This is an optimization exercise on Yosys and OpenROAD, whose aim is small area, a short achievable clock period and few clock cycles, not a production implementation.
RTL that was checked went through simulation tests only; none was proved equivalent to the original.
Power figures rest on the tool's default switching activity, not on a simulated workload.

==> wip/zinc: inputs <==
==> flow/design.v <==
module divider
(
	input  wire        clk         ,
	input  wire        rst         ,
	input  wire [63:0] divisor     ,
	input  wire [63:0] dividend    ,
	input  wire [9 :0] inst_op_f3  ,
	input  wire        div_ready   ,
	output wire [63:0] div_rem_data,
	output wire        div_finish  ,
	output wire        busy_o
);
	localparam S_IDLE = 3'd0, S_NORM = 3'd1, S_ITER = 3'd2, S_NEG = 3'd3, S_DONE = 3'd4;
	reg [2:0]  state;
	reg [63:0] rem_r;    
	reg [64:0] dsr_r;    
	reg [63:0] res_r;    
	reg [5:0]  cnt_r;    
	reg [6:0]  lza_r;    
	reg [6:0]  lzb_r;    
	reg        w_r;      
	reg        out_rem_r; 
	reg        a_neg_r;  
	reg        b_neg_r;  
	reg        neg_r;    
	reg        dz_r;     
	reg        one_r;    
	reg        fneg_r;   
	function [10:0] lzc64;
		input [63:0] x;
		integer i;
		reg [31:0] v1; reg [31:0] c1;
		reg [15:0] v2; reg [31:0] c2;
		reg [7:0]  v3; reg [23:0] c3;
		reg [3:0]  v4; reg [15:0] c4;
		reg [1:0]  v5; reg [9:0]  c5;
		begin
			for (i = 0; i < 32; i = i + 1) begin
				v1[i] = x[2*i+1] | x[2*i];
				c1[i] = ~x[2*i+1];
			end
			for (i = 0; i < 16; i = i + 1) begin
				v2[i] = v1[2*i+1] | v1[2*i];
				c2[2*i+:2] = v1[2*i+1] ? {1'b0, c1[2*i+1]} : {1'b1, c1[2*i]};
			end
			for (i = 0; i < 8; i = i + 1) begin
				v3[i] = v2[2*i+1] | v2[2*i];
				c3[3*i+:3] = v2[2*i+1] ? {1'b0, c2[2*(2*i+1)+:2]} : {1'b1, c2[2*(2*i)+:2]};
			end
			for (i = 0; i < 4; i = i + 1) begin
				v4[i] = v3[2*i+1] | v3[2*i];
				c4[4*i+:4] = v3[2*i+1] ? {1'b0, c3[3*(2*i+1)+:3]} : {1'b1, c3[3*(2*i)+:3]};
			end
			for (i = 0; i < 2; i = i + 1) begin
				v5[i] = v4[2*i+1] | v4[2*i];
				c5[5*i+:5] = v4[2*i+1] ? {1'b0, c4[4*(2*i+1)+:4]} : {1'b1, c4[4*(2*i)+:4]};
			end
			lzc64 = {c5[4:0], v5[1] ? {1'b0, c5[9:5]} : {1'b1, c5[4:0]}};
		end
	endfunction
	function [6:0] lz_mag;
		input [63:0] x;
		input        sgn;    
		input        w;      
		reg [10:0] c;
		reg [5:0] c64, c32;
		reg       p64, p32;
		reg [6:0] v64;
		reg [5:0] v32;
		begin
			c   = lzc64({x[63:1] ^ x[62:0], 1'b1});
			c64 = c[5:0];
			c32 = {1'b0, c[10:6]};
			p64 = (x[62:0] & ~x[63:1]) == 63'd0;
			p32 = (x[30:0] & ~x[31:1]) == 31'd0;
			v64 = (x[63] & ~sgn) ? 7'd0 : ({1'b0, c64} + {6'd0, ~(x[63] & p64)});
			v32 = (x[31] & ~sgn) ? 6'd0 : ({1'b0, c32[4:0]} + {5'd0, ~(x[31] & p32)});
			lz_mag = w ? {1'b0, v32} + 7'd32 : v64;
		end
	endfunction
	function [63:0] inc64;
		input [63:0] x;
		input cin;
		integer i, l;
		reg [63:0] pp;
		begin
			pp = x;
			for (l = 0; l < 6; l = l + 1)
				for (i = 63; i >= 0; i = i - 1)
					if ((i >> l) & 1)
						pp[i] = pp[i] & pp[((i >> l) << l) - 1];
			inc64[0] = x[0] ^ cin;
			for (i = 1; i < 64; i = i + 1) inc64[i] = x[i] ^ (pp[i-1] & cin);
		end
	endfunction
	function [65:0] add65;
		input [64:0] x, y;
		input cin;
		integer i, l;
		reg [64:0] g, p, gg, pp;
		begin
			g = x & y; p = x ^ y;
			gg = g; pp = p;
			gg[0] = g[0] | (p[0] & cin);
			for (l = 0; l < 7; l = l + 1)
				for (i = 0; i < 65; i = i + 1)
					if ((i >> l) & 1) begin
						gg[i] = gg[i] | (pp[i] & gg[((i >> l) << l) - 1]);
						pp[i] = pp[i] & pp[((i >> l) << l) - 1];
					end
			add65[0] = p[0] ^ cin;
			for (i = 1; i < 65; i = i + 1) add65[i] = p[i] ^ gg[i-1];
			add65[65] = gg[64];
		end
	endfunction
	wire op_w      = inst_op_f3[6];
	wire op_signed = ~inst_op_f3[0];
	wire op_rem    = inst_op_f3[1];
	wire [63:0] xa = op_w ? {{32{op_signed & dividend[31]}}, dividend[31:0]} : dividend;
	wire [63:0] xb = op_w ? {{32{op_signed & divisor[31]}},  divisor[31:0]}  : divisor;
	wire a_neg  = op_signed & (op_w ? dividend[31] : dividend[63]);
	wire b_neg  = op_signed & (op_w ? divisor[31]  : divisor[63]);
	wire b_zero = (divisor[31:0] == 32'd0) & (op_w | (divisor[63:32] == 32'd0));
	wire b_one  = (xb == 64'd1) | (op_signed & (xb == {64{1'b1}}));
	wire [6:0]  sh      = lzb_r - lza_r;
	wire        early   = dz_r | one_r | (lza_r > lzb_r);
	wire [63:0] neg_in  = (state == S_NEG && !out_rem_r) ? res_r : rem_r;
	wire [63:0] neg_out = inc64(~neg_in, 1'b1);
	wire [64:0] dsr_sh  = dsr_r << sh[5:0];
	wire [65:0] t1 = add65({1'b0, rem_r}, dsr_r, ~b_neg_r);
	wire        q1 = ~t1[64];   
	wire [63:0] r1 = q1 ? t1[63:0] : rem_r;
	wire        last = (cnt_r == 6'd0);
	always @(posedge clk) begin
		if (rst) begin
			state <= S_IDLE;
		end else begin
			case (state)
				S_IDLE: if (div_ready) begin
					state    <= S_NORM;
					rem_r    <= xa;
					dsr_r    <= {b_neg, xb};
					res_r    <= b_one ? (op_rem ? 64'd0 : xa) : {64{b_zero}};
					lza_r    <= lz_mag(dividend, op_signed, op_w);
					lzb_r    <= lz_mag(divisor, op_signed, op_w);
					w_r      <= op_w;
					out_rem_r <= op_rem & ~b_one;
					a_neg_r  <= a_neg;
					b_neg_r  <= b_neg;
					neg_r    <= op_rem ? a_neg : (a_neg ^ b_neg);
					dz_r     <= b_zero;
					one_r    <= b_one;
					fneg_r   <= ~op_rem & b_one & b_neg;
				end
				S_NORM: begin
					if (early) begin
						if (fneg_r)
							res_r <= neg_out;
						state <= fneg_r ? S_DONE : S_IDLE;
					end else begin
						state <= S_ITER;
						if (a_neg_r)
							rem_r <= neg_out;
						dsr_r <= b_neg_r ? dsr_sh : ~dsr_sh;
						cnt_r <= sh[5:0];
						res_r <= 64'd0;
					end
				end
				S_ITER: begin
					rem_r <= r1;
					dsr_r <= {1'b1, dsr_r[64:1]};
					res_r <= {res_r[62:0], q1};
					cnt_r <= cnt_r - 6'd1;
					if (last)
						state <= neg_r ? S_NEG : S_DONE;
				end
				S_NEG: begin
					if (out_rem_r)
						rem_r <= neg_out;
					else
						res_r <= neg_out;
					state <= S_DONE;
				end
				default: state <= S_IDLE;
			endcase
		end
	end
	wire [63:0] res = out_rem_r ? rem_r : res_r;
	assign div_rem_data = w_r ? {{32{res[31]}}, res[31:0]} : res;
	assign div_finish   = (state == S_DONE) | ((state == S_NORM) & early & ~fneg_r);
	assign busy_o       = (state == S_ITER) | (state == S_NEG);
endmodule
==> flow/run.sh <==
#!/bin/bash
# synth_recipe.tcl (not shown) runs the flow's synth.tcl, then flattens the netlist and writes it again
# the make line also repeats each setting of config.mk as NAME=value (left out here)
make -C /OpenROAD-flow-scripts/flow DESIGN_CONFIG=/design/flow/config.mk WORK_HOME=/design/flow/orfs CLKGATE_MAP_FILE= SYNTH_SCRIPT=/design/flow/synth_recipe.tcl finish
==> flow/config.mk <==
export PLATFORM = sky130hd
export DESIGN_NAME = divider
export DESIGN_NICKNAME = divider
export VERILOG_FILES = /design/flow/design.v
export SDC_FILE = /design/flow/constraint.sdc
export NUM_CORES = 4
export LEC_CHECK = 0
export CAP_MARGIN = 20
export CORE_MARGIN = 2
export CORE_UTILIZATION = 40
export SETUP_SLACK_MARGIN = 5
export SLEW_MARGIN = 20
==> flow/constraint.sdc <==
create_clock -name core_clock -period 10.0 [get_ports {clk}]
set_input_delay 2.0000 -clock core_clock [delete_from_list [all_inputs] [get_ports {clk}]]
set_output_delay 2.0000 -clock core_clock [all_outputs]
set_load 0.01 [all_outputs]
==> wip/cedar: changes against wip/zinc <==
==> flow/design.v, changed modules only <==
module divider
(
	input  wire        clk         ,
	input  wire        rst         ,
	input  wire [63:0] divisor     ,
	input  wire [63:0] dividend    ,
	input  wire [9 :0] inst_op_f3  ,
	input  wire        div_ready   ,
	output wire [63:0] div_rem_data,
	output wire        div_finish  ,
	output wire        busy_o
);
	localparam S_IDLE = 3'd0, S_NORM = 3'd1, S_ITER = 3'd2, S_NEG = 3'd3, S_DONE = 3'd4;
	reg [2:0]  state;
	reg [63:0] rem_r;    
	reg [63:0] dsr_r;    
	reg [63:0] res_r;    
	reg [5:0]  cnt_r;    
	reg [6:0]  lza_r;    
	reg [6:0]  lzb_r;    
	reg        w_r;      
	reg        rem_op_r; 
	reg        a_neg_r;  
	reg        b_neg_r;  
	reg        neg_r;    
	reg        dz_r;     
	reg        one_r;    
	reg        fneg_r;   
	function [5:0] lzc64;
		input [63:0] x;
		integer i;
		reg [31:0] v1; reg [31:0] c1;
		reg [15:0] v2; reg [31:0] c2;
		reg [7:0]  v3; reg [23:0] c3;
		reg [3:0]  v4; reg [15:0] c4;
		reg [1:0]  v5; reg [9:0]  c5;
		begin
			for (i = 0; i < 32; i = i + 1) begin
				v1[i] = x[2*i+1] | x[2*i];
				c1[i] = ~x[2*i+1];
			end
			for (i = 0; i < 16; i = i + 1) begin
				v2[i] = v1[2*i+1] | v1[2*i];
				c2[2*i+:2] = v1[2*i+1] ? {1'b0, c1[2*i+1]} : {1'b1, c1[2*i]};
			end
			for (i = 0; i < 8; i = i + 1) begin
				v3[i] = v2[2*i+1] | v2[2*i];
				c3[3*i+:3] = v2[2*i+1] ? {1'b0, c2[2*(2*i+1)+:2]} : {1'b1, c2[2*(2*i)+:2]};
			end
			for (i = 0; i < 4; i = i + 1) begin
				v4[i] = v3[2*i+1] | v3[2*i];
				c4[4*i+:4] = v3[2*i+1] ? {1'b0, c3[3*(2*i+1)+:3]} : {1'b1, c3[3*(2*i)+:3]};
			end
			for (i = 0; i < 2; i = i + 1) begin
				v5[i] = v4[2*i+1] | v4[2*i];
				c5[5*i+:5] = v4[2*i+1] ? {1'b0, c4[4*(2*i+1)+:4]} : {1'b1, c4[4*(2*i)+:4]};
			end
			lzc64 = v5[1] ? {1'b0, c5[9:5]} : {1'b1, c5[4:0]};
		end
	endfunction
	function [6:0] lz_mag;
		input [63:0] x;
		input        sgn;    
		input        w;      
		reg [5:0] c64, c32;
		reg       p64, p32;
		reg [6:0] v64;
		reg [5:0] v32;
		begin
			c64 = lzc64({x[63:1] ^ x[62:0], 1'b1});
			c32 = lzc64({x[31:1] ^ x[30:0], 1'b1, 32'd0});
			p64 = (x[62:0] & ~x[63:1]) == 63'd0;
			p32 = (x[30:0] & ~x[31:1]) == 31'd0;
			v64 = (x[63] & ~sgn) ? 7'd0 : ({1'b0, c64} + {6'd0, ~(x[63] & p64)});
			v32 = (x[31] & ~sgn) ? 6'd0 : ({1'b0, c32[4:0]} + {5'd0, ~(x[31] & p32)});
			lz_mag = w ? {1'b0, v32} + 7'd32 : v64;
		end
	endfunction
	function [63:0] inc64;
		input [63:0] x;
		input cin;
		integer i, l;
		reg [63:0] pp;
		begin
			pp = x;
			for (l = 0; l < 6; l = l + 1)
				for (i = 63; i >= 0; i = i - 1)
					if ((i >> l) & 1)
						pp[i] = pp[i] & pp[((i >> l) << l) - 1];
			inc64[0] = x[0] ^ cin;
			for (i = 1; i < 64; i = i + 1) inc64[i] = x[i] ^ (pp[i-1] & cin);
		end
	endfunction
	function [64:0] add64;
		input [63:0] x, y;
		input cin;
		integer i, l;
		reg [63:0] g, p, gg, pp;
		begin
			g = x & y; p = x ^ y;
			gg = g; pp = p;
			gg[0] = g[0] | (p[0] & cin);
			for (l = 0; l < 6; l = l + 1)
				for (i = 0; i < 64; i = i + 1)
					if ((i >> l) & 1) begin
						gg[i] = gg[i] | (pp[i] & gg[((i >> l) << l) - 1]);
						pp[i] = pp[i] & pp[((i >> l) << l) - 1];
					end
			add64[0] = p[0] ^ cin;
			for (i = 1; i < 64; i = i + 1) add64[i] = p[i] ^ gg[i-1];
			add64[64] = gg[63];
		end
	endfunction
	wire op_w      = inst_op_f3[6];
	wire op_signed = ~inst_op_f3[0];
	wire op_rem    = inst_op_f3[1];
	wire [63:0] xa = op_w ? {{32{op_signed & dividend[31]}}, dividend[31:0]} : dividend;
	wire [63:0] xb = op_w ? {{32{op_signed & divisor[31]}},  divisor[31:0]}  : divisor;
	wire a_neg  = op_signed & (op_w ? dividend[31] : dividend[63]);
	wire b_neg  = op_signed & (op_w ? divisor[31]  : divisor[63]);
	wire b_zero = (divisor[31:0] == 32'd0) & (op_w | (divisor[63:32] == 32'd0));
	wire b_one  = (xb == 64'd1) | (op_signed & (xb == {64{1'b1}}));
	wire [6:0]  sh      = lzb_r - lza_r;
	wire        early   = dz_r | one_r | (lza_r > lzb_r);
	wire [63:0] neg_in  = (state == S_NEG) ? res_r : rem_r;
	wire [63:0] neg_out = inc64(~neg_in, 1'b1);
	wire [63:0] abs_b   = b_neg_r ? inc64(~dsr_r, 1'b1) : dsr_r;
	wire [64:0] t1 = add64(rem_r, ~dsr_r, 1'b1);
	wire        q1 = t1[64];    
	wire [63:0] r1 = q1 ? t1[63:0] : rem_r;
	wire        last = (cnt_r == 6'd0);
	always @(posedge clk) begin
		if (rst) begin
			state <= S_IDLE;
		end else begin
			case (state)
				S_IDLE: if (div_ready) begin
					state    <= S_NORM;
					rem_r    <= xa;
					dsr_r    <= xb;
					res_r    <= op_rem ? (b_one ? 64'd0 : xa) : (b_one ? xa : {64{b_zero}});
					lza_r    <= lz_mag(dividend, op_signed, op_w);
					lzb_r    <= lz_mag(divisor, op_signed, op_w);
					w_r      <= op_w;
					rem_op_r <= op_rem;
					a_neg_r  <= a_neg;
					b_neg_r  <= b_neg;
					neg_r    <= op_rem ? a_neg : (a_neg ^ b_neg);
					dz_r     <= b_zero;
					one_r    <= b_one;
					fneg_r   <= ~op_rem & b_one & b_neg;
				end
				S_NORM: begin
					if (early) begin
						state <= fneg_r ? S_NEG : S_IDLE;
					end else begin
						state <= S_ITER;
						if (a_neg_r)
							rem_r <= neg_out;
						dsr_r <= abs_b << sh[5:0];
						cnt_r <= sh[5:0];
						if (!rem_op_r)
							res_r <= 64'd0;
					end
				end
				S_ITER: begin
					rem_r <= r1;
					dsr_r <= {1'b0, dsr_r[63:1]};
					res_r <= (last & rem_op_r) ? r1 : {res_r[62:0], q1};
					cnt_r <= cnt_r - 6'd1;
					if (last)
						state <= neg_r ? S_NEG : S_DONE;
				end
				S_NEG: begin
					res_r <= neg_out;
					state <= S_DONE;
				end
				default: state <= S_IDLE;
			endcase
		end
	end
	assign div_rem_data = w_r ? {{32{res_r[31]}}, res_r[31:0]} : res_r;
	assign div_finish   = (state == S_DONE) | ((state == S_NORM) & early & ~fneg_r);
	assign busy_o       = (state == S_ITER) | (state == S_NEG);
endmodule
- SETUP_SLACK_MARGIN: 5 -> 4
==> wip/maple: changes against wip/zinc <==
==> flow/design.v, changed modules only <==
module divider
(
	input  wire        clk         ,
	input  wire        rst         ,
	input  wire [63:0] divisor     ,
	input  wire [63:0] dividend    ,
	input  wire [9 :0] inst_op_f3  ,
	input  wire        div_ready   ,
	output wire [63:0] div_rem_data,
	output wire        div_finish  ,
	output wire        busy_o
);
	localparam S_IDLE = 2'd0, S_NORM = 2'd1, S_ITER = 2'd2, S_DONE = 2'd3;
	reg [1:0]  state;
	reg [63:0] rem_r;    
	reg [64:0] dsr_r;    
	reg [63:0] quo_r;    
	reg [4:0]  cnt_r;    
	reg        w_r;      
	reg        rem_op_r; 
	reg        neg_q_r;  
	reg        neg_r_r;  
	reg        dz_r;     
	wire op_w      = inst_op_f3[6];
	wire op_signed = ~inst_op_f3[0];
	wire [63:0] xa = op_w ? {{32{op_signed & dividend[31]}}, dividend[31:0]} : dividend;
	wire [63:0] xb = op_w ? {{32{op_signed & divisor[31]}},  divisor[31:0]}  : divisor;
	wire a_neg = op_signed & xa[63];
	wire b_neg = op_signed & xb[63];
	wire [63:0] abs_a = a_neg ? (~xa + 64'd1) : xa;
	wire [63:0] abs_b = b_neg ? (~xb + 64'd1) : xb;
	wire b_zero = op_w ? (divisor[31:0] == 32'd0) : (divisor == 64'd0);
	function [5:0] lzc64;
		input [63:0] x;
		integer i;
		reg [31:0] v1; reg [31:0] c1;
		reg [15:0] v2; reg [31:0] c2;
		reg [7:0]  v3; reg [23:0] c3;
		reg [3:0]  v4; reg [15:0] c4;
		reg [1:0]  v5; reg [9:0]  c5;
		begin
			for (i = 0; i < 32; i = i + 1) begin
				v1[i] = x[2*i+1] | x[2*i];
				c1[i] = ~x[2*i+1];
			end
			for (i = 0; i < 16; i = i + 1) begin
				v2[i] = v1[2*i+1] | v1[2*i];
				c2[2*i+:2] = v1[2*i+1] ? {1'b0, c1[2*i+1]} : {1'b1, c1[2*i]};
			end
			for (i = 0; i < 8; i = i + 1) begin
				v3[i] = v2[2*i+1] | v2[2*i];
				c3[3*i+:3] = v2[2*i+1] ? {1'b0, c2[2*(2*i+1)+:2]} : {1'b1, c2[2*(2*i)+:2]};
			end
			for (i = 0; i < 4; i = i + 1) begin
				v4[i] = v3[2*i+1] | v3[2*i];
				c4[4*i+:4] = v3[2*i+1] ? {1'b0, c3[3*(2*i+1)+:3]} : {1'b1, c3[3*(2*i)+:3]};
			end
			for (i = 0; i < 2; i = i + 1) begin
				v5[i] = v4[2*i+1] | v4[2*i];
				c5[5*i+:5] = v4[2*i+1] ? {1'b0, c4[4*(2*i+1)+:4]} : {1'b1, c4[4*(2*i)+:4]};
			end
			lzc64 = v5[1] ? {1'b0, c5[9:5]} : {1'b1, c5[4:0]};
		end
	endfunction
	wire [5:0] lz_a = lzc64(rem_r);
	wire [5:0] lz_b = lzc64(dsr_r[63:0]);
	wire [5:0] sh   = lz_b[5:0] - lz_a[5:0];
	wire [64:0] dsr_aligned = {dsr_r[63:0], 1'b0} << {sh[5:1], 1'b0};
	wire zero_quo = dz_r | (rem_r < dsr_r[63:0]);
	wire [65:0] t1 = {2'b0, rem_r} - {1'b0, dsr_r};
	wire        q1 = ~t1[65];
	wire [63:0] r1 = q1 ? t1[63:0] : rem_r;
	wire [64:0] d1 = {1'b0, dsr_r[64:1]};
	wire [65:0] t2 = {2'b0, r1} - {1'b0, d1};
	wire        q2 = ~t2[65];
	wire [63:0] r2 = q2 ? t2[63:0] : r1;
	always @(posedge clk) begin
		if (rst) begin
			state <= S_IDLE;
		end else begin
			case (state)
				S_IDLE: if (div_ready) begin
					state    <= S_NORM;
					rem_r    <= abs_a;
					dsr_r    <= {1'b0, abs_b};
					quo_r    <= {64{b_zero}};
					w_r      <= op_w;
					rem_op_r <= inst_op_f3[1];
					neg_q_r  <= (a_neg ^ b_neg) & ~b_zero;
					neg_r_r  <= a_neg;
					dz_r     <= b_zero;
				end
				S_NORM: begin
					if (zero_quo) begin
						state <= S_IDLE;
					end else begin
						state <= S_ITER;
						dsr_r <= dsr_aligned;
						cnt_r <= sh[5:1];
					end
				end
				S_ITER: begin
					rem_r <= r2;
					dsr_r <= {2'b0, dsr_r[64:2]};
					quo_r <= {quo_r[61:0], q1, q2};
					cnt_r <= cnt_r - 5'd1;
					if (cnt_r == 5'd0)
						state <= S_DONE;
				end
				S_DONE: state <= S_IDLE;
			endcase
		end
	end
	wire [63:0] res_mag = rem_op_r ? rem_r : quo_r;
	wire        res_neg = rem_op_r ? neg_r_r : neg_q_r;
	wire [63:0] res     = res_neg ? (~res_mag + 64'd1) : res_mag;
	assign div_rem_data = w_r ? {{32{res[31]}}, res[31:0]} : res;
	assign div_finish   = (state == S_DONE) | ((state == S_NORM) & zero_quo);
	assign busy_o       = (state == S_ITER);
endmodule
- SETUP_SLACK_MARGIN: 5 -> unset
==> qor summary <==
metric                                                                             wip/zinc                wip/cedar                wip/maple
Critical Path End                                                          div_rem_data[62]               div_finish      rem_r[63]$_DFFE_PP_
Netlist Area Pre-Place                                                          26470 sq um              29960 sq um              27930 sq um
Taps Inserted                                                                           864                      969                      931
Average cell area after synthesis                                               8.240 sq um              7.525 sq um              7.693 sq um
Launch instance of the worst min-delay path                                 neg_r$_DFFE_PP_         fneg_r$_DFFE_PP_                        -
Status                                                              complete, no violations  complete, no violations  complete, no violations
Register share of total power                                                         0.273                    0.261                    0.203
Switching power as a share of total power                                            0.4449                   0.4816                   0.4873
Post-synthesis adder-cell area fraction                                             0.07363                  0.06689                  0.06531
Worst hold slack across all endpoints                                             0.5555 ns                0.5570 ns                0.5306 ns
Slowest cell on the critical path                                                   mux2i_1          clkdlybuf4s50_1                   nor2_1
Placeable core area                                                             65630 sq um              74320 sq um              68830 sq um
Number of antenna cells inserted                                                          2                        2                        0
Reg2Reg Setup Slack                                                                 5.20 ns                  4.43 ns                  1.60 ns
NonClk Buf Share                                                                    0.08119                  0.07605                  0.07380
Die span in y                                                                      261.3 um                 277.7 um                 268.3 um
Number of flops mapped to enable cells by yosys                                         221                      220                      203
Layout cells sized above 1                                                          0.09928                  0.06140                  0.05766
Finished layout cell area                                                       30740 sq um              33530 sq um              31500 sq um
Clock latency of the later-clocked register in the worst-skew pair                  0.62 ns                  0.66 ns                  0.58 ns
Gate power share                                                                      0.514                    0.540                    0.640
Arrival time at the worst endpoint                                                  3.03 ns                  3.81 ns                  8.72 ns
Highest Clock Rate                                                                198.9 MHz                172.0 MHz                119.0 MHz
Testbench counts of wip/zinc, summed over its fixed seeds: cycles 13,401.
Testbench counts of wip/maple, summed over its fixed seeds: cycles 14,195.
No functional check of the RTL was part of wip/cedar.

port drivers added, routing unchanged:
No port has a modelled driver above. Below, the same layouts with a new extraction and two added sets of constraints.
Step 1 (the two cells are an assumption about what drives the block):
set clk [get_ports {clk}]
set_driving_cell -lib_cell sky130_fd_sc_hd__clkbuf_16 $clk
set_driving_cell -lib_cell sky130_fd_sc_hd__buf_2 [delete_from_list [all_inputs] $clk]
Step 2 also shifts input and output timing later by t, the mid clock arrival at the registers, as if the neighbouring blocks saw the same clock.
Slacks: no drivers / after step 1 / after step 2; pairs: no drivers / after step 1.
| run | t, ns | setup WS [ns] | worst setup path after step 2 |
|---|---|---|---|
| wip/zinc | 0.671 | 4.972 / 4.904 / 4.408 | input to register |
| wip/cedar | 0.685 | 4.186 / 4.118 / 3.647 | input to register |
| wip/maple | 0.622 | 1.596 / 1.596 / 1.596 | register to register |
After both steps every run listed still meets setup and hold. The setup slack of wip/zinc, which loses most, moves by -0.068 ns with the drivers and by -0.564 ns with both steps.
